Context: an optimization exercise on an open-source flow, tuned for small area. The choices shown serve that exercise and are no tape-out recipe.
Function was checked by simulation only, so behaviour that the tests miss may differ from the original.
Power is estimated from default activity; no workload was simulated.

==> flow/run.sh <==
#!/bin/bash
# The standard layout (standard.sh) with three changes:
#  1. after the standard synthesis, the combinational cells (all but the
#     flip-flops, full adders and tie cells) are re-mapped by ABC with an
#     area-leaning script (resynth.tcl, abc_resynth.script), twice;
#  2. clock tree synthesis adds no dummy loads;
#  3. the port buffers use the smallest buffer cell.
# Each tool's output goes to a log file in this folder (and ORFS's own logs).
set -euo pipefail
R=$PWD/orfs/results/$FLOW_PLATFORM/Segway/base
bash standard.sh synth > standard_synth.log 2>&1
cp $R/1_2_yosys.v $R/1_2_yosys_std.v
RESYNTH_RESULTS=$R yosys -c flow/resynth.tcl > resynth.log 2>&1
# a second pass of the same re-mapping, on the first pass's result
cp $R/1_2_yosys.v $R/1_2_yosys_std.v
RESYNTH_RESULTS=$R yosys -c flow/resynth.tcl > resynth2.log 2>&1
rm -f $R/1_synth.odb $R/1_synth.sdc
bash standard.sh \
  "CTS_ARGS=-sink_clustering_enable -repair_clock_nets -sink_clustering_size 16 -sink_clustering_max_diameter 80 -buf_list sky130_fd_sc_hd__clkbuf_8 -dont_use_dummy_load" \
  "BUFFER_PORTS_ARGS=-buffer_cell sky130_fd_sc_hd__buf_1" \
  finish > standard.log 2>&1
==> flow/abc_resynth.script <==
&get -n
&st
&dch
&nf -R 1000
&st
&dch -f
&nf -R 1000
&st
&dch -f
&nf -R 1000
&st
&dch -f
&nf -R 1000
&put
==> flow/resynth.tcl <==
# Re-map the combinational logic of the standard synthesis with an
# area-leaning ABC script.  Flip-flops, full adders and tie cells of the
# standard netlist are kept as they are (same instances, names and cell
# types); every other cell is read as its liberty function and re-mapped.
set lib $::env(FLOW_HOME)/platforms/sky130hd/lib/sky130_fd_sc_hd__tt_025C_1v80.lib
set res $::env(RESYNTH_RESULTS)
yosys read_liberty -ignore_miss_func $lib
foreach c {conb_1 dfrtp_1 dfrtp_2 dfrtp_4 dfstp_1 dfstp_2 dfstp_4 dfxtp_1 dfxtp_2 dfxtp_4 edfxtp_1 fa_1 fa_2 fa_4 dfrbp_1 dfrbp_2 dfsbp_1 dfsbp_2 dfxbp_1 dfxbp_2 edfxbp_1 dlxtp_1} {
  yosys setattr -mod -set blackbox 1 sky130_fd_sc_hd__$c
}
yosys read_verilog $res/1_2_yosys_std.v
yosys hierarchy -top $::env(FLOW_TOP)
yosys tee -o resynth_before.txt stat -liberty $lib
yosys flatten
# nets named after the flattened cells' pins are internal
yosys rename -hide w:_*
yosys opt_clean -purge
set f [open abc.constr w]
puts $f "set_driving_cell sky130_fd_sc_hd__buf_1"
puts $f "set_load 5"
close $f
yosys abc -script [file normalize flow/abc_resynth.script] -liberty $lib -constr [file normalize abc.constr] \
  -dont_use sky130_fd_sc_hd__probe_p_8 -dont_use sky130_fd_sc_hd__probec_p_8 -dont_use sky130_fd_sc_hd__lpflow_*
yosys splitnets
yosys opt_clean -purge
# as ORFS: buffer nets that go straight from a cell or input to an output port
yosys insbuf -buf sky130_fd_sc_hd__buf_4 A X
yosys tee -o resynth_after.txt stat -liberty $lib
yosys write_verilog -noattr -nohex -nodec $res/1_2_yosys.v
==> standard.sh <==
#!/bin/bash
# synth_recipe.tcl (not shown) runs the flow's synth.tcl, then flattens the netlist and writes it again
# the make line also repeats each setting of config.mk as NAME=value (left out here)
make -C /OpenROAD-flow-scripts/flow DESIGN_CONFIG=/design/flow/config.mk WORK_HOME=/design/flow/orfs CLKGATE_MAP_FILE= SYNTH_SCRIPT=/design/flow/synth_recipe.tcl "${@:-finish}"
==> config.mk <==
export PLATFORM = sky130hd
export DESIGN_NAME = Segway
export DESIGN_NICKNAME = Segway
export VERILOG_FILES = /design/flow/design.v
export SDC_FILE = /design/flow/constraint.sdc
export NUM_CORES = 4
export LEC_CHECK = 0
export CAP_MARGIN = 20
export CORE_MARGIN = 2
export CORE_UTILIZATION = 40
export CTS_BUF_LIST = sky130_fd_sc_hd__clkbuf_8
export CTS_CLUSTER_DIAMETER = 80
export CTS_CLUSTER_SIZE = 16
export PLACE_DENSITY = 0.6
export SLEW_MARGIN = 20
==> constraint.sdc <==
create_clock -name core_clock -period 20.0 [get_ports {clk}]
set_input_delay 4.0000 -clock core_clock [delete_from_list [all_inputs] [get_ports {clk}]]
set_output_delay 4.0000 -clock core_clock [all_outputs]
set_load 0.01 [all_outputs]
==> design.v <==
module rst_synch(RST_n, clk, rst_n);
input RST_n, clk;
output reg rst_n;
reg out1;
always @(posedge clk, negedge RST_n)
  if (!RST_n) begin
    out1 <= 1'b0;
    rst_n <= 1'b0;
  end else begin
    out1 <= 1'b1;
    rst_n <= out1;
  end
endmodule
module SPI_mstr16(clk, rst_n, wrt, MISO, SS_n, SCLK, busy, front, smpl, bit_cnt, sclk_cnt, first_smpl);
input clk, rst_n, wrt, MISO;
output SS_n;
output SCLK;
output busy;			 
output front;			 
output smpl;			 
output reg [3:0] bit_cnt;
output [4:0] sclk_cnt;		 
output reg first_smpl;		 
localparam IDLE = 2'd0, FRONT = 2'd1, GO = 2'd2, BACK = 2'd3;
reg [1:0] state, nxt_state;
reg [4:0] sclk_div;
reg en_SCLK;
wire [8:0] cnt_inc;
wire cnt_co;
rc_inc #(9) u_cinc(.a({bit_cnt, sclk_div}), .ci(1'b1), .s(cnt_inc), .co(cnt_co));
wire sclk_all1 = &sclk_div;
wire bit_all1 = &bit_cnt;
assign SCLK = sclk_div[4];
assign sclk_cnt = sclk_div;
assign smpl = ~sclk_div[4] & (&sclk_div[3:0]);
reg shft;
wire shft_nxt = sclk_all1;
assign busy = (state != IDLE);
assign SS_n = ~busy;
assign front = (state == FRONT);
always @(posedge clk, negedge rst_n)
	if(!rst_n)
		state <= IDLE;
	else
		state <= nxt_state;
always @(posedge clk, negedge rst_n)
	if(!rst_n)
		sclk_div[4] <= 1'b0;
	else if(SS_n)
		sclk_div[4] <= 1'b1;
	else if(en_SCLK)
		sclk_div[4] <= cnt_inc[4];
always @(posedge clk)
	if(SS_n)
		{bit_cnt, sclk_div[3:0]} <= 8'hF7;
	else if(en_SCLK)
		{bit_cnt, sclk_div[3:0]} <= {cnt_inc[8:5], cnt_inc[3:0]};
always @(posedge clk, negedge rst_n)
	if(!rst_n)
		first_smpl <= 1'b0;
	else if(smpl & (state == GO) & (bit_cnt == 4'h0))
		first_smpl <= MISO;
always @* begin
	nxt_state = state;
	shft = 1'b0;
	en_SCLK = 1'b0;
	case(state)
	  IDLE : if(wrt) nxt_state = FRONT;
	  FRONT : begin
		en_SCLK = 1'b1;
		if(shft_nxt) nxt_state = GO;
	  end
	  GO : begin
		if(bit_all1) nxt_state = BACK;
		else begin
			en_SCLK = 1'b1;
			shft = shft_nxt;
		end
	  end
	  default : begin	 
		if(shft_nxt) begin
			nxt_state = IDLE;
			shft = 1'b1;
		end else
			en_SCLK = 1'b1;
	  end
	endcase
end
endmodule
module A2D_intf(clk, rst_n, nxt, MISO, lft_ld, rght_ld, batt_low, a2d_SS_n, SCLK, MOSI);
input clk, rst_n, nxt;
input MISO;
output reg [11:0] lft_ld, rght_ld;
output batt_low;
output a2d_SS_n, SCLK, MOSI;
wire busy, smpl, first_smpl;
wire [3:0] bit_cnt;
reg wrt, update;
reg [1:0] rnd_cnt;
reg [11:0] rd;		 
reg batt11;		 
wire done = ~busy;
SPI_mstr16 SPI(.clk(clk), .rst_n(rst_n), .wrt(wrt), .MISO(MISO), .SS_n(a2d_SS_n), .SCLK(SCLK),
		.busy(busy), .front(), .smpl(smpl), .bit_cnt(bit_cnt), .sclk_cnt(), .first_smpl(first_smpl));
wire [2:0] chnl = {rnd_cnt[0] | rnd_cnt[1], 1'b0, rnd_cnt[1]};
reg cmd_bit;
always @* begin
	case(bit_cnt)
	  4'd2: cmd_bit = chnl[2];
	  4'd3: cmd_bit = chnl[1];
	  4'd4: cmd_bit = chnl[0];
	  default: cmd_bit = 1'b0;
	endcase
end
assign MOSI = busy ? cmd_bit : first_smpl;
always @(posedge clk)
	if(smpl)
		rd <= {rd[10:0], MISO};
always @(posedge clk, negedge rst_n)
	if(!rst_n)
		rnd_cnt <= 2'b00;
	else if(update)
		rnd_cnt <= {rnd_cnt[0], ~rnd_cnt[0] & ~rnd_cnt[1]};
always @(posedge clk)
	if(!rst_n)
		lft_ld <= 12'h000;
	else if(update & ~rnd_cnt[0] & ~rnd_cnt[1])
		lft_ld <= rd;
always @(posedge clk)
	if(!rst_n)
		rght_ld <= 12'h000;
	else if(update & rnd_cnt[0])
		rght_ld <= rd;
always @(posedge clk, negedge rst_n)
	if(!rst_n)
		batt11 <= 1'b0;
	else if(update & rnd_cnt[1])
		batt11 <= rd[11];
assign batt_low = ~batt11;
localparam IDLE = 2'd0, SEND_1ST = 2'd1, WAIT_1 = 2'd2, SEND_2ND = 2'd3;
reg [1:0] state, nxt_state;
always @(posedge clk, negedge rst_n)
	if(!rst_n)
		state <= IDLE;
	else
		state <= nxt_state;
always @* begin
	nxt_state = state;
	wrt = 1'b0;
	update = 1'b0;
	case(state)
	  IDLE : if(nxt) begin nxt_state = SEND_1ST; wrt = 1'b1; end
	  SEND_1ST : if(done) nxt_state = WAIT_1;
	  WAIT_1 : begin nxt_state = SEND_2ND; wrt = 1'b1; end
	  default : if(done) begin nxt_state = IDLE; update = 1'b1; end
	endcase
end
endmodule
module UART_rcv(clk, rst_n, RX, clr_rdy, rdy_g, rdy_s);
input clk, rst_n;
input RX;
input clr_rdy;
output rdy_g, rdy_s;		 
reg state;			 
reg [3:0] bit_cnt;
reg [11:0] baud_cnt;
reg rx_ff1, rx_ff2;
reg gm, sm;			 
localparam [11:0] BAUD_END = 12'h800, BAUD_HALF = 12'h564, BAUD_FULL = 12'hE47;
wire shift = (baud_cnt == BAUD_END);
wire [11:0] baud_step = {baud_cnt[10:0], baud_cnt[11] ^ baud_cnt[10]};
wire [3:0] bit_inc;
wire bit_co;
rc_inc #(4) u_binc(.a(bit_cnt), .ci(1'b1), .s(bit_inc), .co(bit_co));
wire start = ~state & ~rx_ff2;
wire last = state & (bit_cnt == 4'b1010);
always @(posedge clk or negedge rst_n)
  if (!rst_n)
    state <= 1'b0;
  else if (start)
    state <= 1'b1;
  else if (last)
    state <= 1'b0;
always @(posedge clk)
  if (start)
    bit_cnt <= 4'b0000;
  else if (shift)
    bit_cnt <= bit_inc;
always @(posedge clk)
  if (start)
    baud_cnt <= BAUD_HALF;
  else if (shift)
    baud_cnt <= BAUD_FULL;
  else
    baud_cnt <= baud_step;
reg exp_g, exp_s, dbit;
always @* begin
  dbit = 1'b1;
  exp_g = 1'b0;
  exp_s = 1'b0;
  case (bit_cnt)
    4'd1: begin exp_g = 1'b1; exp_s = 1'b1; end
    4'd2: begin exp_g = 1'b1; exp_s = 1'b1; end
    4'd3: begin exp_g = 1'b1; exp_s = 1'b0; end
    4'd4: begin exp_g = 1'b0; exp_s = 1'b0; end
    4'd5: begin exp_g = 1'b0; exp_s = 1'b1; end
    4'd6: begin exp_g = 1'b1; exp_s = 1'b1; end
    4'd7: begin exp_g = 1'b1; exp_s = 1'b1; end
    4'd8: begin exp_g = 1'b0; exp_s = 1'b0; end
    default: dbit = 1'b0;
  endcase
end
always @(posedge clk or negedge rst_n)
  if (!rst_n) begin
    gm <= 1'b0;
    sm <= 1'b0;
  end else if (start) begin
    gm <= 1'b1;
    sm <= 1'b1;
  end else if (clr_rdy) begin
    gm <= 1'b0;
    sm <= 1'b0;
  end else if (shift & dbit & state) begin
    gm <= gm & (rx_ff2 == exp_g);
    sm <= sm & (rx_ff2 == exp_s);
  end
always_ff @(posedge clk or negedge rst_n)
  if (!rst_n)
    begin
      rx_ff1 <= 1'b1;
      rx_ff2 <= 1'b1;
    end
  else
    begin
      rx_ff1 <= RX;
      rx_ff2 <= rx_ff1;
    end
assign rdy_g = ~state & gm;
assign rdy_s = ~state & sm;
endmodule
module Auth_blk(clk, rst_n, RX, rider_off, pwr_up);
input clk, rst_n, RX, rider_off;
output reg pwr_up;
wire g, s;
reg clr_rx_rdy;
UART_rcv RCV(.clk(clk), .rst_n(rst_n), .RX(RX), .clr_rdy(clr_rx_rdy), .rdy_g(g), .rdy_s(s));
localparam OFF = 2'd0, PWR1 = 2'd1, PWR2 = 2'd2;
reg [1:0] state, nxt_state;
always @(posedge clk, negedge rst_n)
	if(!rst_n)
		state <= OFF;
	else
		state <= nxt_state;
always @* begin
	nxt_state = OFF;
	pwr_up = 1'b0;
	clr_rx_rdy = 1'b0;
	case(state)
	  OFF : if(g) begin nxt_state = PWR1; pwr_up = 1'b1; clr_rx_rdy = 1'b1; end
	  PWR1 : begin
		pwr_up = 1'b1;
		if(s) begin nxt_state = PWR2; clr_rx_rdy = 1'b1; end
		else nxt_state = PWR1;
	  end
	  PWR2 : begin
		if(g) begin nxt_state = PWR1; pwr_up = 1'b1; clr_rx_rdy = 1'b1; end
		else if(!rider_off) begin nxt_state = PWR2; pwr_up = 1'b1; end
	  end
	  default : ;
	endcase
end
endmodule
module PWM11(clk, rst_n, cnt, clr, PWM_sig);
input clk, rst_n;
input [10:0] cnt;
input clr;
output reg PWM_sig;
always @(posedge clk, negedge rst_n)
  if(!rst_n)
    PWM_sig <= 1'b0;
  else if(clr)
    PWM_sig <= 1'b0;
  else if(~|cnt)
    PWM_sig <= 1'b1;
endmodule
module mtr_drv(clk, rst_n, cnt, pwr_up, lft_ge, rght_ge, lft_rev, rght_rev, PWM_rev_lft, PWM_rev_rght, PWM_frwrd_lft, PWM_frwrd_rght);
input clk, rst_n;
input [10:0] cnt;
input pwr_up;			 
input lft_ge, rght_ge;		 
input lft_rev, rght_rev;
output PWM_rev_lft, PWM_rev_rght;
output PWM_frwrd_lft, PWM_frwrd_rght;
wire lft_pwm_sig, rght_pwm_sig;
assign PWM_rev_lft = lft_rev & lft_pwm_sig;
assign PWM_frwrd_lft = ~lft_rev & lft_pwm_sig;
assign PWM_rev_rght = rght_rev & rght_pwm_sig;
assign PWM_frwrd_rght = ~rght_rev & rght_pwm_sig;
PWM11 l_pwm(.clk(clk), .rst_n(rst_n), .cnt(cnt), .clr(~pwr_up | lft_ge), .PWM_sig(lft_pwm_sig)),
      r_pwm(.clk(clk), .rst_n(rst_n), .cnt(cnt), .clr(~pwr_up | rght_ge), .PWM_sig(rght_pwm_sig));
endmodule
module Piezo_Timer(clk, rst_n, reset, steer_en_tmr_full, cnt16_full, cnt);
input clk, rst_n, reset;
output steer_en_tmr_full;
output cnt16_full;
output reg [26:0] cnt;
wire [26:0] nxt;
wire [27:0] c;
assign c[0] = 1'b1;
genvar i;
generate for (i = 0; i < 27; i = i + 1) begin : g
	assign nxt[i] = cnt[i] ^ c[i];
	assign c[i+1] = cnt[i] & c[i];
end endgenerate
assign steer_en_tmr_full = c[15];	 
assign cnt16_full = c[16];		 
always @(posedge clk, negedge rst_n)
	if(!rst_n)
		cnt <= 27'h0;
	else if(reset)
		cnt <= 27'h0;
	else
		cnt <= nxt;
endmodule
module piezo(clk, rst_n, en_steer, ovr_spd, batt_low, steer_en_clr_tmr, piezo, piezo_n, steer_en_tmr_full, cnt16_full);
input clk, rst_n, en_steer, ovr_spd, batt_low, steer_en_clr_tmr;
output piezo, piezo_n, steer_en_tmr_full, cnt16_full;
wire wave;
wire [26:0] cnt;
wire any = en_steer | ovr_spd | batt_low;
Piezo_Timer piezo_timer(.clk(clk), .rst_n(rst_n), .reset(~any & steer_en_clr_tmr), .cnt(cnt), .steer_en_tmr_full(steer_en_tmr_full), .cnt16_full(cnt16_full));
assign wave = 	(ovr_spd) ? (~cnt[12] & ~cnt[24]) :
		(en_steer) ? (~cnt[14] & ~cnt[25] & ~cnt[26]) : 1'b0;
assign piezo = (wave | (batt_low & ~cnt[15] & cnt[26] & ~cnt[25]));
assign piezo_n = any & ~piezo;
endmodule
module inertial_integrator(clk, rst_n, vld, ld_cmp, cmp_en, sclk_cnt, bit_cnt, ptch_rt, AZ, ptch);
input clk, rst_n, vld, ld_cmp;
input cmp_en;			 
input [4:0] sclk_cnt;		 
input [3:0] bit_cnt;		 
input [15:0] ptch_rt, AZ;
output [15:0] ptch;
reg [26:0] ptch_int;
reg [16:0] inc;
reg cmp;
assign ptch = ptch_int[26:11];
wire [26:0] ptch_int_nxt;
wire pn_co;
rc_add #(27) u_pn(.a(ptch_int), .b({{10{inc[16]}}, inc}), .ci(1'b0), .s(ptch_int_nxt), .co(pn_co));
wire [15:0] p = ptch_int_nxt[26:11];
reg [7:0] dl;			 
reg oc;				 
reg asgn;			 
reg [2:0] sc;			 
reg az_k, pb_k, off_k;
always @* begin
  az_k = asgn;
  case (sclk_cnt)
    5'd23: az_k = AZ[0];   5'd24: az_k = AZ[1];   5'd25: az_k = AZ[2];
    5'd26: az_k = AZ[3];   5'd27: az_k = AZ[4];   5'd28: az_k = AZ[5];
    5'd29: az_k = AZ[6];   5'd30: az_k = AZ[7];   5'd31: az_k = AZ[8];
    5'd0:  az_k = AZ[9];   5'd1:  az_k = AZ[10];  5'd2:  az_k = AZ[11];
    5'd3:  az_k = AZ[12];  5'd4:  az_k = AZ[13];  5'd5:  az_k = AZ[14];
    5'd6:  az_k = AZ[15];
    default: ;
  endcase
  off_k = (sclk_cnt == 5'd30) | (sclk_cnt == 5'd31);	 
  pb_k = 1'b0;
  case (sclk_cnt)
    5'd4:  pb_k = ~p[0];   5'd5:  pb_k = ~p[1];   5'd6:  pb_k = ~p[2];
    5'd7:  pb_k = ~p[3];   5'd8:  pb_k = ~p[4];   5'd9:  pb_k = ~p[5];
    5'd10: pb_k = ~p[6];   5'd11: pb_k = ~p[7];   5'd12: pb_k = ~p[8];
    5'd13: pb_k = ~p[9];   5'd14: pb_k = ~p[10];  5'd15: pb_k = ~p[11];
    5'd16: pb_k = ~p[12];  5'd17: pb_k = ~p[13];  5'd18: pb_k = ~p[14];
    5'd19: pb_k = ~p[15];  5'd20: pb_k = ~p[15];
    default: ;
  endcase
end
wire in_az = (sclk_cnt[4] & (sclk_cnt[3] | (sclk_cnt[2] & sclk_cnt[1] & sclk_cnt[0]))) |	 
	     (~sclk_cnt[4] & ~sclk_cnt[3] & ~(sclk_cnt[2] & sclk_cnt[1] & sclk_cnt[0]));	 
wire a_k = in_az ? (az_k ^ off_k ^ oc) : asgn;
wire oc_n = (az_k & off_k) | (az_k & oc) | (off_k & oc);
wire nak = ~a_k;
wire f1s = dl[7] ^ dl[5] ^ dl[2];
wire f1c = (dl[7] & dl[5]) | (dl[7] & dl[2]) | (dl[5] & dl[2]);
wire f2s = nak ^ pb_k ^ sc[0];
wire f2c = (nak & pb_k) | (nak & sc[0]) | (pb_k & sc[0]);
wire x_k = f1s ^ f2s;			 
wire h0c = f1s & f2s;
wire f3s = f1c ^ f2c ^ h0c;
wire f3c = (f1c & f2c) | (f1c & h0c) | (f2c & h0c);
wire t1 = f3s ^ sc[1];
wire h1c = f3s & sc[1];
wire t2 = f3c ^ h1c ^ sc[2];
wire t3 = (f3c & h1c) | (f3c & sc[2]) | (h1c & sc[2]);
wire [2:0] sc_n = {t3, t2, t1};
always @(posedge clk) begin
  if (ld_cmp) begin
    dl <= 8'h00;
    oc <= 1'b0;
    sc <= 3'd1;
  end else begin
    dl <= {dl[6:0], a_k};
    oc <= oc_n;
    sc <= sc_n;
  end
  if (sclk_cnt == 5'd6)
    asgn <= a_k;
  if (cmp_en & (bit_cnt == 4'd0) & (sclk_cnt == 5'd20))
    cmp <= ~x_k;
end
wire [15:0] rtc;
wire rtc_co;
rc_add #(16) u_rtc(.a(ptch_rt), .b(16'hFC3E), .ci(1'b0), .s(rtc), .co(rtc_co));
wire [16:0] inc_nxt;
wire in_co;
rc_add #(17) u_in(.a(~{rtc[15], rtc}), .b({{6{~cmp}}, 1'b1, 10'h000}), .ci(1'b1), .s(inc_nxt), .co(in_co));
always @(posedge clk, negedge rst_n)
	if(!rst_n)
		ptch_int[26:19] <= 8'h00;
	else if(vld)
		ptch_int[26:19] <= ptch_int_nxt[26:19];
always @(posedge clk)
	if(!rst_n) begin
		ptch_int[18:0] <= 19'h0;
		inc <= 17'h007C2;
	end else if(vld) begin
		ptch_int[18:0] <= ptch_int_nxt[18:0];
		inc <= inc_nxt;
	end
endmodule
module inert_intf(clk, rst_n, vld, ptch, SS_n, SCLK, MOSI, MISO, INT, init_go);
  input clk, rst_n;
  input INT;
  input init_go;		 
  output vld;
  output [15:0] ptch;
  input MISO;
  output SS_n, SCLK, MOSI;
  reg INT1, INT_stable;
  reg [7:0] ptchL, ptchH, AZL;
  reg [7:0] rd;			 
  localparam INIT1 = 4'd0, INIT2 = 4'd1, INIT3 = 4'd2, INIT4 = 4'd3, WAIT = 4'd4,
	     RD1 = 4'd5, RD2 = 4'd6, RD3 = 4'd7, RD4 = 4'd8;
  reg [3:0] state, nxt_state;
  wire done = ~busy & (state != INIT1);
  reg wrt;
  wire busy, front, smpl, first_smpl;
  wire [3:0] bit_cnt;
  wire [4:0] sclk_cnt;
  SPI_mstr16 iSPI(.clk(clk), .rst_n(rst_n), .wrt(wrt), .MISO(MISO), .SS_n(SS_n), .SCLK(SCLK),
		  .busy(busy), .front(front), .smpl(smpl), .bit_cnt(bit_cnt), .sclk_cnt(sclk_cnt), .first_smpl(first_smpl));
  inertial_integrator iINT(.clk(clk), .rst_n(rst_n), .vld(vld), .ld_cmp((state == RD3) & done),
			   .cmp_en(state == RD4), .sclk_cnt(sclk_cnt), .bit_cnt(bit_cnt),
			   .ptch_rt({ptchH, ptchL}), .AZ({rd, AZL}), .ptch(ptch));
  reg [15:0] cip;
  always @* begin
    case(state)
      INIT2: cip = 16'h0D02;
      INIT3: cip = 16'h1053;
      INIT4: cip = 16'h1150;
      WAIT:  cip = 16'h1460;
      RD1:   cip = 16'hA200;
      RD2:   cip = 16'hA300;
      RD3:   cip = 16'hAC00;
      RD4:   cip = 16'hAD00;
      default: cip = 16'h0D02;
    endcase
  end
  assign MOSI = busy ? cip[front ? 4'hF : ~bit_cnt] : first_smpl;
  always @(posedge clk)
    if(smpl)
      rd <= {rd[6:0], MISO};
  always_ff@(posedge clk) begin
    INT1 <= INT;
    INT_stable <= INT1;
  end
  always_ff@(posedge clk, negedge rst_n)
    if(!rst_n)
      state <= INIT1;
    else
      state <= nxt_state;
  always_comb begin
    wrt = 1'b0;
    nxt_state = state;
    case(state)
      INIT1: if(init_go) begin wrt = 1'b1; nxt_state = INIT2; end
      INIT2: if(done) begin wrt = 1'b1; nxt_state = INIT3; end
      INIT3: if(done) begin wrt = 1'b1; nxt_state = INIT4; end
      INIT4: if(done) begin wrt = 1'b1; nxt_state = WAIT; end
      WAIT:  if(done & INT_stable) begin wrt = 1'b1; nxt_state = RD1; end
      RD1:   if(done) begin wrt = 1'b1; nxt_state = RD2; end
      RD2:   if(done) begin wrt = 1'b1; nxt_state = RD3; end
      RD3:   if(done) begin wrt = 1'b1; nxt_state = RD4; end
      RD4:   if(done) nxt_state = WAIT;
      default: nxt_state = INIT1;
    endcase
  end
  assign vld = (state == RD4) & done;
  always_ff@(posedge clk)
    if((state == WAIT) & done & INT_stable)
      ptchL <= rd;
  always_ff@(posedge clk)
    if((state == RD1) & done)
      ptchH <= rd;
  always_ff@(posedge clk)
    if((state == RD2) & done)
      AZL <= rd;
endmodule
module balance_cntrl(clk, rst_n, vld, pwr_up, ptch, ld_cell_diff, rider_off, en_steer,
		     cnt_nxt, lft_ge, lft_rev, rght_ge, rght_rev, too_fast);
  input clk, rst_n;
  input vld;
  input pwr_up;
  input [15:0] ptch;
  input [11:0] ld_cell_diff;
  input rider_off;
  input en_steer;
  input [10:0] cnt_nxt;		 
  output lft_ge;		 
  output lft_rev;
  output rght_ge;
  output rght_rev;
  output too_fast;
  reg [17:0] full_integrator;
  reg [9:0] prev_ptch_err, intermediate;
  wire [9:0] e = ptch[15] ? (&ptch[14:9] ? ptch[9:0] : 10'h200) :
			     (|ptch[14:9] ? 10'h1FF : ptch[9:0]);
  wire [17:0] next_integrator;
  wire ni_co;
  rc_add #(18) u_int(.a(full_integrator), .b({{8{e[9]}}, e}), .ci(1'b0), .s(next_integrator), .co(ni_co));
  wire ov = (e[9] & full_integrator[17] & ~next_integrator[17]) |
	    (~e[9] & ~full_integrator[17] & next_integrator[17]);
  always @(posedge clk)
	if(rider_off | ~pwr_up)
		full_integrator <= 18'h0;
	else if(vld & ~ov)
		full_integrator <= next_integrator;
  always @(posedge clk)
	if(!rst_n) begin
		prev_ptch_err <= 10'h0;
		intermediate <= 10'h0;
	end
	else if(vld) begin
		prev_ptch_err <= intermediate;
		intermediate <= e;
	end
  wire [9:0] dd;
  wire dd_co;
  rc_add #(10) u_dd(.a(e), .b(~prev_ptch_err), .ci(1'b1), .s(dd), .co(dd_co));
  wire [6:0] d = dd[9] ? (&dd[8:6] ? dd[6:0] : 7'h40) :
			 (|dd[8:6] ? 7'h3F : dd[6:0]);
  wire [11:0] I = full_integrator[13:2];
  wire [14:0] pid;
  pid_sum u_pid(.e(e), .d(d), .I(I), .y(pid));
  wire [8:0] st = ld_cell_diff[11:3];
  wire [14:0] st_l = en_steer ? ~{{6{st[8]}}, st} : 15'h0;	 
  wire [14:0] st_r = en_steer ?  {{6{st[8]}}, st} : 15'h0;
  wire ci_l = en_steer;
  wire ci_r = 1'b0;
  wire [14:0] tl, tr;
  wire tl_co, tr_co;
  rc_add #(15) u_tl(.a(pid), .b(st_l), .ci(ci_l), .s(tl), .co(tl_co));
  rc_add #(15) u_tr(.a(pid), .b(st_r), .ci(ci_r), .s(tr), .co(tr_co));
  wire [10:0] lspd_n, rspd_n;
  wire lrev_n, rrev_n;
  torque_shape u_l(.t(tl), .spd(lspd_n), .rev(lrev_n));
  torque_shape u_r(.t(tr), .spd(rspd_n), .rev(rrev_n));
  wire lge_n, rge_n;
  rc_carry #(11) u_lge(.a(cnt_nxt), .b(~lspd_n), .ci(1'b1), .co(lge_n));
  rc_carry #(11) u_rge(.a(cnt_nxt), .b(~rspd_n), .ci(1'b1), .co(rge_n));
  wire tf_n = (lspd_n[10] & lspd_n[9] & (|lspd_n[8:0])) | (rspd_n[10] & rspd_n[9] & (|rspd_n[8:0]));
  reg lft_ge_f, rght_ge_f, lft_rev_f, rght_rev_f, tf_f;
  always_ff@(posedge clk) begin
		lft_ge_f <= lge_n;
		rght_ge_f <= rge_n;
		lft_rev_f <= lrev_n;
		rght_rev_f <= rrev_n;
		tf_f <= tf_n;
  end
  assign lft_ge = lft_ge_f;
  assign rght_ge = rght_ge_f;
  assign lft_rev = lft_rev_f;
  assign rght_rev = rght_rev_f;
  assign too_fast = pwr_up & tf_f;
endmodule
module torque_shape(input [14:0] t, output [10:0] spd, output rev);
  assign rev = t[14];
  wire [13:0] oc = t[13:0] ^ {14{t[14]}};	 
  wire big = (|oc[13:7]) | (oc[6] & (oc[5] | oc[4] | oc[3] | (oc[2] & (oc[1] | (rev & oc[0])))));
  wire [10:0] adj;
  wire adj_co;
  rc_add #(11) u_adj(.a(oc[10:0]), .b(11'd980), .ci(rev), .s(adj), .co(adj_co));
  wire sat = adj_co | (|oc[13:11]);
  wire [6:0] a;
  wire a_co;
  rc_inc #(7) u_a(.a(oc[6:0]), .ci(rev), .s(a), .co(a_co));
  wire [10:0] m;
  wire m_co;
  rc_add #(11) u_m(.a({a, 4'b0000}), .b(~{4'b0000, a}), .ci(1'b1), .s(m), .co(m_co));
  assign spd = big ? (sat ? 11'h7FF : adj) : m;
endmodule
module pid_sum(input [9:0] e, input [6:0] d, input [11:0] I, output [14:0] y);
  wire s0 = ~e[0] ^ I[1] ^ 1'b1;
  wire c0 = (~e[0] & I[1]) | (~e[0] & 1'b1) | (I[1] & 1'b1);
  wire s1 = ~e[1] ^ d[0] ^ I[2];
  wire c1 = (~e[1] & d[0]) | (~e[1] & I[2]) | (d[0] & I[2]);
  wire s2 = ~e[2] ^ d[1] ^ I[3];
  wire c2 = (~e[2] & d[1]) | (~e[2] & I[3]) | (d[1] & I[3]);
  wire s3 = e[0] ^ ~e[3] ^ d[0];
  wire c3 = (e[0] & ~e[3]) | (e[0] & d[0]) | (~e[3] & d[0]);
  wire s4 = d[2] ^ I[4] ^ c2;
  wire c4 = (d[2] & I[4]) | (d[2] & c2) | (I[4] & c2);
  wire s5 = e[1] ^ ~e[4] ^ d[1];
  wire c5 = (e[1] & ~e[4]) | (e[1] & d[1]) | (~e[4] & d[1]);
  wire s6 = d[3] ^ I[5] ^ c3;
  wire c6 = (d[3] & I[5]) | (d[3] & c3) | (I[5] & c3);
  wire s7 = c4 ^ s5 ^ s6;
  wire c7 = (c4 & s5) | (c4 & s6) | (s5 & s6);
  wire s8 = e[2] ^ ~e[5] ^ d[2];
  wire c8 = (e[2] & ~e[5]) | (e[2] & d[2]) | (~e[5] & d[2]);
  wire s9 = d[4] ^ I[6] ^ c5;
  wire c9 = (d[4] & I[6]) | (d[4] & c5) | (I[6] & c5);
  wire s10 = c6 ^ c7 ^ s8;
  wire c10 = (c6 & c7) | (c6 & s8) | (c7 & s8);
  wire s11 = e[3] ^ ~e[6] ^ d[3];
  wire c11 = (e[3] & ~e[6]) | (e[3] & d[3]) | (~e[6] & d[3]);
  wire s12 = d[5] ^ I[7] ^ c8;
  wire c12 = (d[5] & I[7]) | (d[5] & c8) | (I[7] & c8);
  wire s13 = c9 ^ c10 ^ s11;
  wire c13 = (c9 & c10) | (c9 & s11) | (c10 & s11);
  wire s14 = e[4] ^ ~e[7] ^ d[4];
  wire c14 = (e[4] & ~e[7]) | (e[4] & d[4]) | (~e[7] & d[4]);
  wire s15 = ~d[6] ^ I[8] ^ 1'b1;
  wire c15 = (~d[6] & I[8]) | (~d[6] & 1'b1) | (I[8] & 1'b1);
  wire s16 = c11 ^ c12 ^ c13;
  wire c16 = (c11 & c12) | (c11 & c13) | (c12 & c13);
  wire s17 = s14 ^ s15 ^ s16;
  wire c17 = (s14 & s15) | (s14 & s16) | (s15 & s16);
  wire s18 = e[5] ^ ~e[8] ^ d[5];
  wire c18 = (e[5] & ~e[8]) | (e[5] & d[5]) | (~e[8] & d[5]);
  wire s19 = I[9] ^ 1'b1 ^ c14;
  wire c19 = (I[9] & 1'b1) | (I[9] & c14) | (1'b1 & c14);
  wire s20 = c15 ^ c16 ^ c17;
  wire c20 = (c15 & c16) | (c15 & c17) | (c16 & c17);
  wire s21 = s18 ^ s19 ^ s20;
  wire c21 = (s18 & s19) | (s18 & s20) | (s19 & s20);
  wire s22 = e[6] ^ e[9] ^ ~d[6];
  wire c22 = (e[6] & e[9]) | (e[6] & ~d[6]) | (e[9] & ~d[6]);
  wire s23 = I[10] ^ 1'b1 ^ c18;
  wire c23 = (I[10] & 1'b1) | (I[10] & c18) | (1'b1 & c18);
  wire s24 = c19 ^ c20 ^ c21;
  wire c24 = (c19 & c20) | (c19 & c21) | (c20 & c21);
  wire s25 = s22 ^ s23 ^ s24;
  wire c25 = (s22 & s23) | (s22 & s24) | (s23 & s24);
  wire s26 = e[7] ^ ~I[11] ^ 1'b1;
  wire c26 = (e[7] & ~I[11]) | (e[7] & 1'b1) | (~I[11] & 1'b1);
  wire s27 = c22 ^ c23 ^ c24;
  wire c27 = (c22 & c23) | (c22 & c24) | (c23 & c24);
  wire s28 = c25 ^ s26 ^ s27;
  wire c28 = (c25 & s26) | (c25 & s27) | (s26 & s27);
  wire s29 = e[8] ^ c26 ^ c27;
  wire c29 = (e[8] & c26) | (e[8] & c27) | (c26 & c27);
  wire [14:0] r1 = {1'b1, ~e[9], c28, s28, s25, s21, s17, s12, s9, s7, s3, c1, c0, s0, I[0]};
  wire [14:0] r2 = {1'b0, c29, s29, 1'b0, 1'b0, 1'b0, 1'b0, s13, s10, 1'b0, s4, s2, s1, 1'b0, 1'b0};
  wire co;
  rc_add #(15) u_add(.a(r1), .b(r2), .ci(1'b0), .s(y), .co(co));
endmodule
module steer_en_SM(clk, rst_n, lft_load, rght_load, tmr_full, en_steer, rider_off, clr_tmr, load_cell_diff);
  input clk;
  input rst_n;
  input [11:0] lft_load, rght_load;
  input tmr_full;
  output reg en_steer;
  output reg rider_off;
  output reg clr_tmr;
  output [11:0] load_cell_diff;
  localparam IDLE = 2'd0, WAIT = 2'd1, STEER = 2'd2;
  reg [1:0] state, nxt_state;
  wire [11:0] sum_lo;
  wire sum_hi;
  rc_add #(12) u_sum(.a(lft_load), .b(rght_load), .ci(1'b0), .s(sum_lo), .co(sum_hi));
  wire [12:0] sum = {sum_hi, sum_lo};
  wire sum_gt_min = sum > 13'h220;
  wire sum_lt_min = sum < 13'h1E0;
  wire [11:0] dif;
  wire dif_co;
  rc_add #(12) u_dif(.a(lft_load), .b(~rght_load), .ci(1'b1), .s(dif), .co(dif_co));
  wire sgn = dif[11];
  wire [11:0] dif_oc = dif ^ {12{sgn}};
  wire abs_co;
  rc_inc #(12) u_abs(.a(dif_oc), .ci(sgn), .s(load_cell_diff), .co(abs_co));
  wire diff_gt_1_4;
  rc_carry #(12) u_c14(.a(load_cell_diff), .b(~{1'b0, sum[12:2]}), .ci(1'b0), .co(diff_gt_1_4));
  wire [8:0] q = sum[12:4];
  wire [11:0] y_lo;
  wire y_co;
  rc_add #(12) u_y(.a(load_cell_diff), .b({3'b000, q}), .ci(1'b0), .s(y_lo), .co(y_co));
  wire [12:0] y = {y_co, y_lo};
  wire diff_gt_15_16;
  rc_carry #(9) u_c1516(.a(y[12:4]), .b(~q), .ci(|y[3:0]), .co(diff_gt_15_16));
  always_ff@(posedge clk, negedge rst_n)
    if(!rst_n)
      state <= IDLE;
    else
      state <= nxt_state;
  always_comb begin
    clr_tmr = 0;
    en_steer = 0;
    rider_off = 1;
    nxt_state = IDLE;
    case(state)
    IDLE: if(sum_gt_min) begin
      clr_tmr = 1;
      rider_off = 0;
      nxt_state = WAIT;
    end
    WAIT: if(sum_lt_min) begin
      rider_off = 1;
      nxt_state = IDLE;
    end
    else if(diff_gt_1_4) begin
      clr_tmr = 1;
      nxt_state = WAIT;
      rider_off = 0;
    end
    else if(tmr_full) begin
      en_steer = 1;
      nxt_state = STEER;
      rider_off = 0;
    end
    else begin
      nxt_state = WAIT;
      rider_off = 0;
    end
    STEER: if(sum_lt_min) begin
      rider_off = 1;
      nxt_state = IDLE;
    end
    else if(diff_gt_15_16) begin
      clr_tmr = 1;
      nxt_state = WAIT;
      rider_off = 0;
    end
    else begin
      en_steer = 1;
      nxt_state = STEER;
      rider_off = 0;
    end
    default: nxt_state = IDLE;
    endcase
  end
endmodule
module Segway(clk,RST_n,LED,INERT_SS_n,INERT_MOSI,
              INERT_SCLK,INERT_MISO,A2D_SS_n,A2D_MOSI,A2D_SCLK,
			  A2D_MISO,PWM_rev_rght,PWM_frwrd_rght,PWM_rev_lft,
			  PWM_frwrd_lft,piezo_n,piezo,INT,RX);
  input clk,RST_n;
  input INERT_MISO;
  input A2D_MISO;
  input INT;
  input RX;
  output [7:0] LED;
  output A2D_SS_n, INERT_SS_n;
  output A2D_MOSI, INERT_MOSI;
  output A2D_SCLK, INERT_SCLK;
  output PWM_rev_rght, PWM_frwrd_rght;
  output PWM_rev_lft, PWM_frwrd_lft;
  output piezo_n,piezo;
  wire rst_n;
  wire [11:0] lft_ld, rght_ld;
  wire batt_low;
  wire pwr_up;
  wire [15:0] ptch;
  wire vld;
  wire lft_rev, rght_rev, too_fast;
  wire rider_off, en_steer;
  wire [11:0] load_cell_diff;
  wire steer_en_tmr_full, steer_en_clr_tmr;
  wire [10:0] tmr16, tmr16_nxt;
  wire lft_ge, rght_ge;
  wire init_go;
  assign LED = ptch[15:8];
  free_tmr iTMR(.clk(clk), .rst_n(rst_n), .cnt(tmr16), .nxt(tmr16_nxt));
  A2D_intf a2d_intf_DUT(.clk(clk), .rst_n(rst_n), .nxt(vld), .MISO(A2D_MISO),
			.lft_ld(lft_ld), .rght_ld(rght_ld), .batt_low(batt_low),
			.a2d_SS_n(A2D_SS_n), .SCLK(A2D_SCLK), .MOSI(A2D_MOSI));
  Auth_blk auth_blk_DUT(.clk(clk), .rst_n(rst_n), .RX(RX), .rider_off(rider_off), .pwr_up(pwr_up));
  mtr_drv mtr_drv_DUT(.clk(clk), .rst_n(rst_n), .cnt(tmr16[10:0]), .pwr_up(pwr_up),
			.lft_ge(lft_ge), .rght_ge(rght_ge), .lft_rev(lft_rev), .rght_rev(rght_rev),
			.PWM_rev_lft(PWM_rev_lft), .PWM_rev_rght(PWM_rev_rght),
			.PWM_frwrd_lft(PWM_frwrd_lft), .PWM_frwrd_rght(PWM_frwrd_rght));
  piezo piezo_DUT(.clk(clk), .rst_n(rst_n), .en_steer(en_steer), .ovr_spd(too_fast),
			.batt_low(batt_low), .steer_en_clr_tmr(steer_en_clr_tmr),
			.piezo(piezo), .piezo_n(piezo_n), .steer_en_tmr_full(steer_en_tmr_full), .cnt16_full(init_go));
  inert_intf inert_intf_DUT(.clk(clk), .rst_n(rst_n), .INT(INT), .MISO(INERT_MISO), .init_go(init_go),
				.vld(vld), .ptch(ptch), .SS_n(INERT_SS_n), .SCLK(INERT_SCLK), .MOSI(INERT_MOSI));
  balance_cntrl balance_ctrl_DUT(.clk(clk), .rst_n(rst_n), .pwr_up(pwr_up), .vld(vld), .ptch(ptch),
				.ld_cell_diff(load_cell_diff), .rider_off(rider_off), .en_steer(en_steer),
				.cnt_nxt(tmr16_nxt[10:0]), .lft_ge(lft_ge), .lft_rev(lft_rev), .rght_ge(rght_ge), .rght_rev(rght_rev),
				.too_fast(too_fast));
  steer_en_SM steer_en_DUT(.clk(clk), .rst_n(rst_n), .lft_load(lft_ld), .rght_load(rght_ld),
				.tmr_full(steer_en_tmr_full), .en_steer(en_steer), .rider_off(rider_off),
				.load_cell_diff(load_cell_diff), .clr_tmr(steer_en_clr_tmr));
  rst_synch iRST(.clk(clk), .RST_n(RST_n), .rst_n(rst_n));
endmodule
module rc_add #(parameter W = 8) (input [W-1:0] a, input [W-1:0] b, input ci, output [W-1:0] s, output co);
  wire [W:0] c;
  assign c[0] = ci;
  genvar i;
  generate for (i = 0; i < W; i = i + 1) begin : g
    wire p = a[i] ^ b[i];
    assign s[i] = p ^ c[i];
    assign c[i+1] = (a[i] & b[i]) | (p & c[i]);
  end endgenerate
  assign co = c[W];
endmodule
module rc_carry #(parameter W = 8) (input [W-1:0] a, input [W-1:0] b, input ci, output co);
  wire [W:0] c;
  assign c[0] = ci;
  genvar i;
  generate for (i = 0; i < W; i = i + 1) begin : g
    assign c[i+1] = (a[i] & b[i]) | ((a[i] | b[i]) & c[i]);
  end endgenerate
  assign co = c[W];
endmodule
module rc_inc #(parameter W = 8) (input [W-1:0] a, input ci, output [W-1:0] s, output co);
  wire [W:0] c;
  assign c[0] = ci;
  genvar i;
  generate for (i = 0; i < W; i = i + 1) begin : g
    assign s[i] = a[i] ^ c[i];
    assign c[i+1] = a[i] & c[i];
  end endgenerate
  assign co = c[W];
endmodule
module free_tmr(input clk, input rst_n, output reg [10:0] cnt, output [10:0] nxt);
  wire co;
  rc_inc #(11) u_inc(.a(cnt), .ci(1'b1), .s(nxt), .co(co));
  always @(posedge clk, negedge rst_n)
    if (!rst_n) cnt <= 11'h0;
    else cnt <= nxt;
endmodule
==> summary.md, run 1 <==
| Metric | Value |
|---|---|
| Clock buffer depth | 3 |
| Slew @ Worst Pin | 1010 ps |
| Post-route DRC | 0 |
| Final Power | 905 uW |
| FMAX | 53.1 MHz |
| Die Wd | 206 um |
| GR Overflow Total | 0 |
| Synthesized net count | between 1.5k and 2k |
| Via count | 12.1k |
| First element of the critical path | a2d_intf_DUT.lft_ld[0] |
| # rows | 74 |
| DR pass1 iterations | 7 |
| Largest net degree at the start of global routing | 94 |
| Clk root buf | clkbuf_8 |
| Worst hold start | inert_intf_DUT.INT1 |
| Hold crit path type | reg -> reg |
| Clock network power share | a little under a third |
| Hold Buf Count CTS | 0 |
| CP Capture Type | flip-flop |
| Fin nets | 1951 |
| Worst r2r src | a2d_intf_DUT.lft_ld[0] |
| Die Height | between 200 and 250 um |
| Total GRT Usage | 16.7% |
| Relative slew slack | 32.7% |
| Area post-placement | about 17000 um2 |
| Hold path cells | 0 |
| Startpoint types | flip-flop |
| Post-DR vias/cell | 5.22 |
| Crit path arrival time | 19260 ps |
| Antenna Violating Nets Remaining | 0 |
| Sequential Power Share | 65.8% |
| Syn avg cell area | 9.48 um2 |
| Comb power frac | 3.8% |
| Clock Skew | approximately 85 ps |
| Worst vdd ir | between 0.04 and 0.05 mV |
| Final setup TNS | 0 ps |
| Initial core utilization | 40.2% |
| CP peak stage delay | 480 ps |
| Reg2reg path depth | 74 |
| Number of global-route vias before repair | 12.0k |
| WL final | 34000 um |
| Hold Path Sink | inert_intf_DUT.INT_stable |
| N_diodes | 0 |
| Worst-path fanout max | 14 |
| Fin area | 17600 um2 |
| Num ports | 26 |
| P_leak | 6.36 nW |
| Commonest cells after routing, fill and taps aside | nor2_1, clkinv_1, o21ai_0, fa_1, dfxtp_1 |
| Fin util | 43.4% |
| Ratio of cells with drive above 1 in the final layout | 3.52% |
| Final Cycle Share | 94.1% |
| WL per Instance | around 15 um |
| Placed cells | ~2.3k |
| H-tree depth | 1 |
| Sw power | about 210 uW |
| Clock sinks | around 270 |
| Post-detail-place hpwl | 25600 um |
| CP max-delay cell | fa_1 |
| Most common cell on crit path | fa_1 |
| Worst-Skew Late Latency | approximately 600 ps |
| Area grow syn2layout | 7.86% |
| Final count of hold timing violations | 0 |
| Max Slew Vio Count | 0 |
| IO buf count | 25 |
| First-pass GRT wire length | 59000 um |
| Worst reg-to-reg setup slack | 1170 ps |
| Commonest non-fill, non-tap cell in the layout | nor2_1 |
| Netlist Area Pre-Place | 16300 um2 |
| Worst EP required | 20430 ps |
| Pwr dens | 51.4 nW/um2 |
| Clk slew on worst S/H paths | approximately 100 ps |
| Initial antenna violation count | 0 |
| DRT iter0 DRCs | 602 |
| Synth Instances | 1722 |
| Yosys warning count | 12 |
| Switch share | 23.1% |
| Final setup fails | 0 |
| Final Critical Period | roughly 19000 ps |
| Worst setup path category | reg -> reg |
| Core ar. | 40600 um2 |
| CTS Buf Count | 22 |
| Max cap viols | 0 |
| GP Congestion | 0.877 |
| Die area | 42400 um2 |
| Finished Layout Cells | 2322 |
| Worst flop-to-flop path endpoint | balance_ctrl_DUT.lft_ge_f |
| Status | timing/DRC/antenna clean |
| Filler Cells Inserted | 3918 |
| P_int | between 600 and 700 uW |
| CTS tree | built |
## registers in the layout, indices dropped and copies added, names as in the netlist, 12 cells and up
signal	cells
inert_intf_DUT.iINT.inc	17
auth_blk_DUT.RCV.baud_cnt	12
balance_ctrl_DUT.full_integrator	18
a2d_intf_DUT.lft_ld	12
inert_intf_DUT.iINT.ptch_int	27
piezo_DUT.piezo_timer.cnt	27
a2d_intf_DUT.rd	12
a2d_intf_DUT.rght_ld	12
## critical path, delay by kind of cell, from the launching register on
family	cells	cell delay, ps
simple gates	9	1080
compound gates	12	1940
xor+xnor	4	900
flops	1	370
buf+inv	14	1610
fa+ha+maj	35	12820
## power by group through the flow
stage                     Combinational (mW)  Clock, mW  Sequential, mW
after floorplan                       0.0270          0           0.605
after global placement                0.0340          0           0.608
after detailed placement              0.0351          0           0.607
after CTS                             0.0353      0.289           0.596
after global routing                  0.0407      0.307           0.599
final                                 0.0347      0.275           0.595
## worst max path at each step
| stage | slack [ps] | endpoint | cells past startpoint |
|---|---|---|---|
| after global placement | 1180 | balance_ctrl_DUT.lft_ge_f | 76 |
| after global routing | -3 | balance_ctrl_DUT.lft_ge_f | 74 |
| after detailed placement | 790 | balance_ctrl_DUT.lft_ge_f | 72 |
| after CTS | 720 | balance_ctrl_DUT.lft_ge_f | 76 |
| final | 1170 | balance_ctrl_DUT.lft_ge_f | 74 |
| after floorplan | 490 | balance_ctrl_DUT.rght_ge_f | 74 |
## through the flow
step                      setup slack [ps]  hold WS, ps
after floorplan                        489          310
after global placement                1180          314
after detailed placement               789          318
after CTS                              720          343
after global routing                 -2.85          346
final                                 1170          341
## layout make-up
| class | instances | area (um2) | area share (%) |
|---|---|---|---|
| tap | 532 | 666 | 3.78 |
| inverter | 177 | 664 | 3.77 |
| timing repair buffer | 54 | 319 | 1.81 |
| multi-input combinational | 1263 | 9320 | 52.9 |
| clock buffer | 22 | 303 | 1.72 |
| sequential | 274 | 6330 | 36.0 |
## repair_timing
action	4_1_cts	5_1_grt
setup buffers	0	9
endpoints found under the setup margin	0	3
resized for setup	0	10
## metal layers
metal  GRT usage (%)  routed length [um]  up-vias  share of wire [%]
li1                -                   -     6012                  -
met1            22.7               15800     5885                 46
met2            28.7               16600      186                 49
met3            1.81                 989       39                2.9
met4            3.47                 649        0                1.9
met5               0                   0        -                  0
==> inputs of run 2 (changes only) <==
--- a/design.v
+++ b/design.v
@@ -121,12 +121,12 @@
 		rnd_cnt <= 2'b00;
 	else if(update)
 		rnd_cnt <= {rnd_cnt[0], ~rnd_cnt[0] & ~rnd_cnt[1]};
-always @(posedge clk)
+always @(posedge clk, negedge rst_n)
 	if(!rst_n)
 		lft_ld <= 12'h000;
 	else if(update & ~rnd_cnt[0] & ~rnd_cnt[1])
 		lft_ld <= rd;
-always @(posedge clk)
+always @(posedge clk, negedge rst_n)
 	if(!rst_n)
 		rght_ld <= 12'h000;
 	else if(update & rnd_cnt[0])
@@ -303,30 +303,41 @@
 input clk, rst_n, reset;
 output steer_en_tmr_full;
 output cnt16_full;
-output reg [26:0] cnt;
-wire [26:0] nxt;
-wire [27:0] c;
-assign c[0] = 1'b1;
+output [26:12] cnt;		 
+reg [11:0] lo;
+reg [26:12] hi;
+wire lo_fb = lo[11] ^ lo[7] ^ lo[1] ^ lo[0] ^ ~(|lo[10:0]);
+wire wrap = (lo == 12'h800);		 
+wire [26:12] hi_nxt;
+wire [27:12] c;
+assign c[12] = wrap;
 genvar i;
-generate for (i = 0; i < 27; i = i + 1) begin : g
-	assign nxt[i] = cnt[i] ^ c[i];
-	assign c[i+1] = cnt[i] & c[i];
+generate for (i = 12; i < 27; i = i + 1) begin : g
+	assign hi_nxt[i] = hi[i] ^ c[i];
+	assign c[i+1] = hi[i] & c[i];
 end endgenerate
-assign steer_en_tmr_full = c[15];	 
-assign cnt16_full = c[16];		 
+assign cnt = hi;
+assign steer_en_tmr_full = wrap & hi[12] & hi[13] & hi[14];	 
+assign cnt16_full = steer_en_tmr_full & hi[15];			 
 always @(posedge clk, negedge rst_n)
-	if(!rst_n)
-		cnt <= 27'h0;
-	else if(reset)
-		cnt <= 27'h0;
-	else
-		cnt <= nxt;
+	if(!rst_n) begin
+		lo <= 12'h000;
+		hi <= 15'h0000;
+	end
+	else if(reset) begin
+		lo <= 12'h000;
+		hi <= 15'h0000;
+	end
+	else begin
+		lo <= {lo[10:0], lo_fb};
+		hi <= hi_nxt;
+	end
 endmodule
 module piezo(clk, rst_n, en_steer, ovr_spd, batt_low, steer_en_clr_tmr, piezo, piezo_n, steer_en_tmr_full, cnt16_full);
 input clk, rst_n, en_steer, ovr_spd, batt_low, steer_en_clr_tmr;
 output piezo, piezo_n, steer_en_tmr_full, cnt16_full;
 wire wave;
-wire [26:0] cnt;
+wire [26:12] cnt;
 wire any = en_steer | ovr_spd | batt_low;
 Piezo_Timer piezo_timer(.clk(clk), .rst_n(rst_n), .reset(~any & steer_en_clr_tmr), .cnt(cnt), .steer_en_tmr_full(steer_en_tmr_full), .cnt16_full(cnt16_full));
 assign wave = 	(ovr_spd) ? (~cnt[12] & ~cnt[24]) :
@@ -417,16 +428,11 @@
 wire in_co;
 rc_add #(17) u_in(.a(~{rtc[15], rtc}), .b({{6{~cmp}}, 1'b1, 10'h000}), .ci(1'b1), .s(inc_nxt), .co(in_co));
 always @(posedge clk, negedge rst_n)
-	if(!rst_n)
-		ptch_int[26:19] <= 8'h00;
-	else if(vld)
-		ptch_int[26:19] <= ptch_int_nxt[26:19];
-always @(posedge clk)
 	if(!rst_n) begin
-		ptch_int[18:0] <= 19'h0;
+		ptch_int <= 27'h0;
 		inc <= 17'h007C2;
 	end else if(vld) begin
-		ptch_int[18:0] <= ptch_int_nxt[18:0];
+		ptch_int <= ptch_int_nxt;
 		inc <= inc_nxt;
 	end
 endmodule
@@ -537,7 +543,7 @@
 		full_integrator <= 18'h0;
 	else if(vld & ~ov)
 		full_integrator <= next_integrator;
-  always @(posedge clk)
+  always @(posedge clk, negedge rst_n)
 	if(!rst_n) begin
 		prev_ptch_err <= 10'h0;
 		intermediate <= 10'h0;
==> flow/run.sh (replaced) <==
#!/bin/bash
# The standard layout (standard.sh) with three changes:
#  1. after the standard synthesis, the combinational cells (all but the
#     flip-flops, adder cells and tie cells) are re-mapped by ABC with an
#     area-leaning script (resynth.tcl, abc_resynth.script);
#  2. clock tree synthesis adds no dummy loads;
#  3. the port buffers use the smallest buffer cell.
# Each tool's output goes to a log file in this folder (and ORFS's own logs).
set -euo pipefail
R=$PWD/orfs/results/$FLOW_PLATFORM/Segway/base
bash standard.sh synth > standard_synth.log 2>&1
cp $R/1_2_yosys.v $R/1_2_yosys_std.v
RESYNTH_RESULTS=$R yosys -c flow/resynth.tcl > resynth.log 2>&1
rm -f $R/1_synth.odb $R/1_synth.sdc
bash standard.sh \
  "CTS_ARGS=-sink_clustering_enable -repair_clock_nets -sink_clustering_size 16 -sink_clustering_max_diameter 80 -buf_list sky130_fd_sc_hd__clkbuf_8 -dont_use_dummy_load" \
  "BUFFER_PORTS_ARGS=-buffer_cell sky130_fd_sc_hd__buf_1" \
  finish > standard.log 2>&1
==> run 2 against run 1 <==
Via count is 3.7% lower. Critical path depth is 7 lower. Register-to-register slack worse by 360 ps. Synthesized cell count is 3.2% lower. Fmax is 1.9% lower. Critical path type unchanged. Largest power group unchanged.
==> summary.md, run 2 <==
| Metric | Value |
|---|---|
| First-pass GRT wire length | 58100 um (was 59000 um) |
| Fin area | 17900 um2 (was 17600 um2) |
| Status | timing/DRC/antenna clean (unchanged) |
| Die Height | 207 um (was 206 um) |
| Filler Cells Inserted | 3946 (was 3918) |
| CTS Buf Count | 22 (unchanged) |
| Clock sinks | 274 (unchanged) |
| Total GRT Usage | 15.9% (was 16.7%) |
| Netlist Area Pre-Place | 16500 um2 (was 16300 um2) |
| Commonest cells after routing, fill and taps aside | nor2_1, clkinv_1, fa_1, dfrtp_1, nand2_1 (was nor2_1, clkinv_1, o21ai_0, fa_1, dfxtp_1) |
| GR met1 Demand/Resource | 22.4% (was 22.7%) |
| Initial core utilization | 40.5% (was 40.2%) |
| Clk slew on worst S/H paths | 110 ps (was 100 ps) |
| Startpoint types | flip-flop (unchanged) |
| Final Cycle Share | 95.9% (was 94.1%) |
| Worst-Skew Late Latency | 610 ps (was 600 ps) |
| Max FFs per register | 27 |
| Final count of hold timing violations | 0 (unchanged) |
| Crit path arrival time | 19620 ps (was 19260 ps) |
| Area post-placement | 17400 um2 (was 17200 um2) |
| Post-DR vias/cell | 5.16 (was 5.22) |
| IO buf count | 25 (unchanged) |
| Top Registers | inert_intf_DUT.iINT.ptch_int (27), balance_ctrl_DUT.full_integrator (18), inert_intf_DUT.iINT.inc (17) (was inert_intf_DUT.iINT.ptch_int (27), piezo_DUT.piezo_timer.cnt (27), balance_ctrl_DUT.full_integrator (18)) |
| Number of global-route vias before repair | 11.8k (was 12.0k) |
| Yosys warning count | 12 (unchanged) |
| Most flop-heavy register | inert_intf_DUT.iINT.ptch_int |
| Commonest non-fill, non-tap cell in the layout | nor2_1 (unchanged) |
| Via count | 11.7k (was 12.1k) |
| Slew @ Worst Pin | 982 ps (was 1010 ps) |
| Die Wd | 207 um (was 206 um) |
| Area of the multi-input gates | 9230 um2 (was 9320 um2) |
| Hold crit path type | reg -> async (was reg -> reg) |
| Post-route setup slack | 817 ps (was 1170 ps) |
| Most common cell on crit path | fa_1 (unchanged) |
| Synthesized net count | 1826 (was 1881) |
| CP Capture Type | flip-flop (unchanged) |
| Grt met2 use | 26.4% (was 28.7%) |
| Post-detail-place hpwl | 25200 um (was 25600 um) |
| Area grow syn2layout | 8.01% (was 7.86%) |
| Final setup fails | 0 (unchanged) |
| Num ports | 26 (unchanged) |
| Clock buffer depth | 3 (unchanged) |
| Die area | 43000 um2 (was 42400 um2) |
| Worst setup path category | reg -> reg (unchanged) |
| Antenna Violating Nets Remaining | 0 (unchanged) |
| DRT iter0 DRCs | 653 (was 602) |
| Relative slew slack | 32.7% (about the same) |
| DR pass1 iterations | 5 (was 7) |
| Post-route DRC | 0 (unchanged) |
| Synth Instances | 1667 (was 1722) |
| Sequential cell area | 6740 um2 (was 6330 um2) |
| Max cap viols | 0 (unchanged) |
| N_diodes | 0 (unchanged) |
| Pre-CTS setup slack | -39.1 ps (was 789 ps) |
| CP max-delay cell | dfrtp_2 (was fa_1) |
| Clk root buf | clkbuf_8 (unchanged) |
| H-tree depth | 1 (unchanged) |
| Worst vdd ir | 0.0428 mV (was 0.0494 mV) |
| Clock Skew | 79.4 ps (was 85.3 ps) |
| Hold Buf Count CTS | 0 (unchanged) |
| Worst-path fanout max | 10 (was 14) |
| Final Critical Period | 19180 ps (was 18830 ps) |
| Pwr dens | 51.1 nW/um2 (was 51.4 nW/um2) |
| CTS tree | built (unchanged) |
| Ratio of cells with drive above 1 in the final layout | 4.56% (was 3.52%) |
| Worst EP required | 20430 ps (about the same) |
| Max Slew Vio Count | 0 (unchanged) |
| # rows | 74 (unchanged) |
| Initial antenna violation count | 0 (unchanged) |
| Final setup TNS | 0 ps (unchanged) |
| GP Congestion | 0.855 (was 0.877) |
| WL per Instance | 14.8 um (was 14.7 um) |
| GR Overflow Total | 0 (unchanged) |
| Global routing met3 resource utilization | 1.80% (was 1.81%) |
| CP peak stage delay | 460 ps (was 480 ps) |
| Fin nets | 1893 (was 1951) |
| P_leak | 6.85 nW (was 6.36 nW) |
| GRT busiest layer | met2 (unchanged) |
| Core ar. | 40800 um2 (was 40600 um2) |
| Largest net degree at the start of global routing | 82 (was 94) |
| WL final | 33600 um (was 34000 um) |
| Syn avg cell area | 9.93 um2 (was 9.48 um2) |
| FMAX | 52.1 MHz (was 53.1 MHz) |
## run 2: worst paths after layout
path | from | to | slack (ps) | cells after the start
setup / recovery | a2d_intf_DUT.lft_ld[0] | balance_ctrl_DUT.lft_ge_f | 820 | 67
hold / removal | iRST.rst_n | inert_intf_DUT.iSPI.state[1] | 270 | 0
setup reg to reg | a2d_intf_DUT.lft_ld[0] | balance_ctrl_DUT.lft_ge_f | 820 | 67
hold reg to reg | iRST.rst_n | inert_intf_DUT.iSPI.state[1] | 270 | 0
max in group asynchronous | RST_n | iRST.rst_n | 16700 | 1
min in group core_clock | inert_intf_DUT.INT1 | inert_intf_DUT.INT_stable | 330 | 0
## run 2: worst max-delay path, delay by kind of cell, from the launching register on
family	cells	cell delay, ps
adders and majority gates	36	13900
AOI/OAI and AO/OA	8	1290
muxes	1	240
DFF	1	460
buffers and inverters	6	640
and+or+nand+nor	11	1620
xor gates and xnor gates	5	880
## run 2: power by group
| group | switching (mW) | internal (mW) | total [mW] |
|---|---|---|---|
| logic | 0.0201 | 0.0150 | 0.0350 |
| clock network | 0.179 | 0.0986 | 0.278 |
| registers | 0.0152 | 0.584 | 0.599 |
| total | 0.215 | 0.698 | 0.912 |
## run 2: final cells by class
| class | count | area share (%) |
|---|---|---|
| inverters | 172 | 3.61 |
| multi-input cells | 1213 | 51.6 |
| flip-flops and latches | 274 | 37.7 |
| well taps | 532 | 3.72 |
| clock buffers | 22 | 1.69 |
| repair buffers | 51 | 1.62 |
## run 2: layer usage
metal  part of all wire, %  routed length, um  vias to the layer above
met1                    48              16200                     5741
li1                      -                  -                     5751
met3                   2.7                896                       46
met4                   2.2                739                        0
met2                    47              15800                      141
met5                     0                  0                        -
## run 2: repair_timing
action / 4_1_cts / 5_1_grt
pin swaps: 1 / 5
buffers inserted: 3 / 3
endpoints found under the setup margin: 1 / 3
resized for setup: 1 / 22
## run 2: metrics by stage
step           instances  util (%)  hold WS [ps]  total power [mW]
5_1_grt             2264      43.8           341             0.954
4_1_cts             2261      43.5           309             0.929
3_5_place_dp        2236      42.7           317             0.646
2_1_floorplan       1667         -           310             0.634
6_report            2264      43.8           273             0.912
3_3_place_gp        2235      42.7           313             0.644

separate check: timing with driven ports:
How much do the figures lean on ideal ports? The routed layouts below were timed once more, with nothing changed but the port constraints.
Step 1 (the two cells are an assumption about what drives the block):
set clk [get_ports {clk}]
set_driving_cell -lib_cell sky130_fd_sc_hd__clkbuf_16 $clk
set_driving_cell -lib_cell sky130_fd_sc_hd__buf_2 [delete_from_list [all_inputs] $clk]
Step 2 moves the port delays by t, midway between the first and last clock arrival at a register: inputs arrive t later, outputs are due t later. That takes back most of the time a late clock gives input paths.
a / b / c = ideal / step 1 / step 2; a / b = the first two.
run	t (ns)	setup WS [ns]	hold WS [ns]
run 1	0.602	1.173 / 1.173 / 1.173	0.341 / 0.341 / 0.341
run 2	0.619	0.817 / 0.817 / 0.817	0.273 / 0.273 / 0.273
After both steps every run listed still meets setup and hold.
